This is an optimization exercise on Yosys and OpenROAD, whose aim is small area and a short achievable clock period, not a production implementation.
Only simulation tests tie the RTL to the original design; equivalence was not proved.
Power figures rest on the tool's default switching activity, not on a simulated workload.

==> flow/design.v (excerpt) <==
module adc_to_vga(clock, reset, ADC_CS_N, ADC_DIN, ADC_SCLK, ADC_DOUT, vga_R, vga_G,
vga_B, vga_clk, vga_blank, vga_sync, vga_h_sync, vga_v_sync);
	output [7:0] vga_R, vga_G, vga_B;
	output wire vga_clk, vga_blank, vga_sync, vga_h_sync, vga_v_sync;
	input clock, reset;
	output wire ADC_CS_N;
	output wire ADC_DIN;
	output wire ADC_SCLK;
	input ADC_DOUT;
	wire [11:0] serial_parallel_data;
	wire pre_last;
	wire [2:0] amp_t;
	wire [3:0] amp_u;
	wire [11:0] signal_offset;
	wire sel;
	wire [11:0] cv_x;
	wire [2:0] cv_t;
	wire [3:0] cv_u;
	wire [2:0] f_th;
	wire [3:0] f_h, f_t, f_u;
ADC system_1(.clock(clock), .reset(reset), .ADC_CS_N(ADC_CS_N), .ADC_DIN(ADC_DIN), .ADC_SCLK(ADC_SCLK), .ADC_DOUT(ADC_DOUT),
	.serial_parallel_data(serial_parallel_data), .pre_last(pre_last));
magnitude system_2(.voltage(serial_parallel_data), .clk(clock), .reset(reset), .pre_last(pre_last), .sel(sel), .cv_x(cv_x), .cv_t(cv_t), .cv_u(cv_u),
	.amp_t(amp_t), .amp_u(amp_u), .dc_offset(signal_offset));
conv50 cv(.x(cv_x), .t(cv_t), .u(cv_u));
frequency system_3(.clk(clock), .reset(reset), .data(serial_parallel_data), .mean(signal_offset),
	.f_th(f_th), .f_h(f_h), .f_t(f_t), .f_u(f_u));
vga system_4(.vpp_t(amp_t), .vpp_u(amp_u), .off_t(cv_t), .off_u(cv_u), .sel(sel), .f_th(f_th), .f_h(f_h), .f_t(f_t), .f_u(f_u),
  ...
==> module magnitude, before the edit <==
module magnitude(voltage, clk, reset, pre_last, sel, cv_x, cv_t, cv_u, amp_t, amp_u, dc_offset);
input reset;
input [11:0] voltage;
input clk;
input pre_last;
input sel;
output [11:0] cv_x;
input [2:0] cv_t;
input [3:0] cv_u;
output reg [2:0] amp_t;
output reg [3:0] amp_u;
output reg [11:0] dc_offset;
reg [11:0] max;
reg [11:0] min;
reg [17:0] T;
function lt12(input [11:0] a, input [11:0] b);
	integer i;
	reg l;
	begin
		l = 1'b0;
		for (i = 0; i < 12; i = i + 1)
			l = (~a[i] & b[i]) | (~(a[i] ^ b[i]) & l);
		lt12 = l;
	end
endfunction
function [12:0] add12(input [11:0] a, input [11:0] b, input ci);
	integer i;
	reg c;
	begin
		c = ci;
		for (i = 0; i < 12; i = i + 1) begin
			add12[i] = a[i] ^ b[i] ^ c;
			c = (a[i] & b[i]) | (c & (a[i] ^ b[i]));
		end
		add12[12] = c;
	end
endfunction
function [18:0] inc18(input [17:0] x, input ci);
	integer i;
	reg c;
	begin
		c = ci;
		for (i = 0; i < 18; i = i + 1) begin
			inc18[i] = x[i] ^ c;
			c = c & x[i];
		end
		inc18[18] = c;
	end
endfunction
localparam [17:0] T0 = 18'd62144;    
wire [18:0] Tn = inc18(T, pre_last);
wire wend = Tn[18];
wire [12:0] sum = add12(max, min, 1'b0);
wire [12:0] dif = add12(max, ~min, 1'b1);
assign cv_x = sel ? dc_offset : dif[11:0];
always @(posedge clk)
if (reset) begin
	amp_t <= 3'd0;
	amp_u <= 4'd0;
	max <= 12'd0;
	min <= 12'hFFF;
	dc_offset <= 12'd0;
	T <= T0;
end else begin
	dc_offset <= sum[12:1];
	if (wend) begin
		amp_t <= 3'd0;
		amp_u <= 4'd0;
		max <= 12'd0;
		min <= 12'hFFF;
		T <= T0;
	end else begin
		if (~sel) begin
			amp_t <= cv_t;
			amp_u <= cv_u;
		end
		if (lt12(max, voltage)) max <= voltage;
		if (lt12(voltage, min)) min <= voltage;
		T <= Tn[17:0];
	end
end
endmodule
==> module frequency, before the edit <==
module frequency(clk, reset, data, mean, f_th, f_h, f_t, f_u);
	input clk;
	input reset;
	input [11:0] mean;
	input [11:0] data;
	output [2:0] f_th;
	output [3:0] f_h, f_t, f_u;
	reg [1:0] mode;
	reg [16:0] e;
	reg [4:0] aux;
	reg [16:0] R;
	reg [4:0] s;
	reg [14:0] Q;
	reg [14:0] fout;
	assign f_th = fout[14:12];
	assign f_h = fout[11:8];
	assign f_t = fout[7:4];
	assign f_u = fout[3:0];
	function lt12(input [11:0] a, input [11:0] b);
		integer i;
		reg l;
		begin
			l = 1'b0;
			for (i = 0; i < 12; i = i + 1)
				l = (~a[i] & b[i]) | (~(a[i] ^ b[i]) & l);
			lt12 = l;
		end
	endfunction
	function [17:0] inc17(input [16:0] x, input ci);
		integer i;
		reg c;
		begin
			c = ci;
			for (i = 0; i < 17; i = i + 1) begin
				inc17[i] = x[i] ^ c;
				c = c & x[i];
			end
			inc17[17] = c;
		end
	endfunction
	function [18:0] sub18(input [17:0] a, input [17:0] b);
		integer i;
		reg c;
		begin
			c = 1'b0;
			for (i = 0; i < 18; i = i + 1) begin
				sub18[i] = a[i] ^ ~b[i] ^ c;
				c = (a[i] & ~b[i]) | (c & (a[i] ^ ~b[i]));
			end
			sub18[18] = c;
		end
	endfunction
	wire lt = lt12(data, mean);
	wire eq = (data == mean);
	wire gt = ~lt & ~eq;
	wire xing = gt & ~mode[0];
	wire inc = (lt & ~mode[1]) | (gt & mode[0]);
	wire sat = e[16] & e[15] & ~e[14] & e[13];
	wire busy = ~(s[4] & s[0]);    
	wire last = s[4] & ~s[0];
	wire [17:0] e1x = inc17(e, ~busy & inc & ~sat);
	wire [16:0] e1 = e1x[16:0];
	wire [17:0] a1x = inc17({12'd0, aux}, inc);
	wire [4:0] aux1 = a1x[4:0];
	reg nb;
	always @(*) begin
		case (s)
			5'd0, 5'd1, 5'd6, 5'd7, 5'd9, 5'd11: nb = 1'b1;
			default: nb = 1'b0;
		endcase
	end
	wire [17:0] rs = {R, nb};
	wire [18:0] dfx = sub18(rs, {1'b0, e});
	wire [17:0] df = dfx[17:0];
	wire ge = dfx[18];
	function [3:0] adj(input [3:0] d);
		case (d)
			4'd5: adj = 4'd8;
			4'd6: adj = 4'd9;
			4'd7: adj = 4'd10;
			4'd8: adj = 4'd11;
			4'd9: adj = 4'd12;
			default: adj = d;
		endcase
	endfunction
	wire [3:0] au = adj(Q[3:0]);
	wire [3:0] at = adj(Q[7:4]);
	wire [3:0] ah = adj(Q[11:8]);
	wire [14:0] Qn = {Q[13:12], ah[3], ah[2:0], at[3], at[2:0], au[3], au[2:0], ge};
	wire qstep = (s >= 5'd5);
	always @(posedge clk) begin
		if (reset) begin
			mode <= 2'b00;
			e <= 17'h1FFFF;
			s <= 5'd17;
			Q <= 15'd0;
			fout <= 15'd0;
		end else begin
			if (xing) begin
				fout <= Q;
				Q <= 15'd0;
				R <= 17'd0;
				s <= 5'd0;
				aux <= 5'd0;
				mode <= 2'b11;
			end else begin
				if (gt & mode == 2'b11) mode <= 2'b01;
				if (lt & mode == 2'b01) mode <= 2'b00;
				if (busy) begin
					R <= ge ? df[16:0] : rs[16:0];
					if (qstep) Q <= Qn;
					s <= s + 5'd1;   
					aux <= aux1;
					if (last) e <= {12'd0, aux1};
				end
				if (~last) e <= e1;
			end
		end
	end
endmodule
Settings: LEC_CHECK=0, ABC_AREA=1, CAP_MARGIN=20, CORE_MARGIN=2, CORE_UTILIZATION=40, SLEW_MARGIN=20; clock period 110.0 ns.
run.sh (not shown) runs the stock make flow with config.mk's settings and CLKGATE_MAP_FILE= SYNTH_SCRIPT=/design/flow/synth_recipe.tcl, a recipe that flattens the netlist after the stock synthesis.
Edit:
--- a/flow/design.v
+++ b/flow/design.v
@@ -69,9 +69,9 @@
 output reg [3:0] amp_u;
 output reg [11:0] dc_offset;
 reg [11:0] max;
 reg [11:0] min;
-reg [17:0] T;
+reg [19:0] T;
 function lt12(input [11:0] a, input [11:0] b);
 	integer i;
 	reg l;
 	begin
@@ -92,23 +92,11 @@
 		end
 		add12[12] = c;
 	end
 endfunction
-function [18:0] inc18(input [17:0] x, input ci);
-	integer i;
-	reg c;
-	begin
-		c = ci;
-		for (i = 0; i < 18; i = i + 1) begin
-			inc18[i] = x[i] ^ c;
-			c = c & x[i];
-		end
-		inc18[18] = c;
-	end
-endfunction
-localparam [17:0] T0 = 18'd62144;    
-wire [18:0] Tn = inc18(T, pre_last);
-wire wend = Tn[18];
+localparam [19:0] T0 = 20'd1;
+localparam [19:0] TPRE = 20'hA278F;
+reg wend;
 wire [12:0] sum = add12(max, min, 1'b0);
 wire [12:0] dif = add12(max, ~min, 1'b1);
 assign cv_x = sel ? dc_offset : dif[11:0];
 always @(posedge clk)
@@ -118,9 +106,11 @@
 	max <= 12'd0;
 	min <= 12'hFFF;
 	dc_offset <= 12'd0;
 	T <= T0;
+	wend <= 1'b0;
 end else begin
+	wend <= (T == TPRE);
 	dc_offset <= sum[12:1];
 	if (wend) begin
 		amp_t <= 3'd0;
 		amp_u <= 4'd0;
@@ -133,9 +123,9 @@
 			amp_u <= cv_u;
 		end
 		if (lt12(max, voltage)) max <= voltage;
 		if (lt12(voltage, min)) min <= voltage;
-		T <= Tn[17:0];
+		T <= {T[18:0], T[19] ^ T[16]};
 	end
 end
 endmodule
 module conv50(x, t, u);
@@ -280,10 +270,10 @@
 				mode <= 2'b11;
 			end else begin
 				if (gt & mode == 2'b11) mode <= 2'b01;
 				if (lt & mode == 2'b01) mode <= 2'b00;
+				R <= ge ? df[16:0] : rs[16:0];    
 				if (busy) begin
-					R <= ge ? df[16:0] : rs[16:0];
 					if (qstep) Q <= Qn;
 					s <= s + 5'd1;   
 					aux <= aux1;
 					if (last) e <= {12'd0, aux1};
=>
- register-to-register slack degrades by 300 ps
- worst setup slack is worse by 32 ps
- clock-buffer cell count shrinks by 7
- clock power is about the same
- total power rose by 2.2%
- clock skew went down by 8.8 ps
- combinational power increases by about 3%
- hold slack is worse by 4.0 ps
- final cell count went up by 0.91%

separate check: timing with driven ports:
The results above use ideal ports. As a check the final layouts listed here were re-extracted and re-timed, cells and wires unchanged. Step 1: set_driving_cell puts a clkbuf_16 on clock and a buf_2 on each other input, an assumption about the parent block. Step 2 also shifts input and output timing later by t, the mid clock arrival at the registers, as if the neighbouring blocks saw the same clock. Three values: no drivers, after step 1, after step 2; two values: the first two.
run | t (ns) | setup WS [ns] | worst setup path at the end
the first run | 0.564 | 86.378 / 86.331 / 86.274 | input to register
the second run | 0.569 | 86.346 / 86.354 / 85.806 | input to register
After both steps setup and hold are still met in every run listed. The setup slack of the second run, which loses most, moves by +0.008 ns with the drivers and by -0.540 ns with both steps.
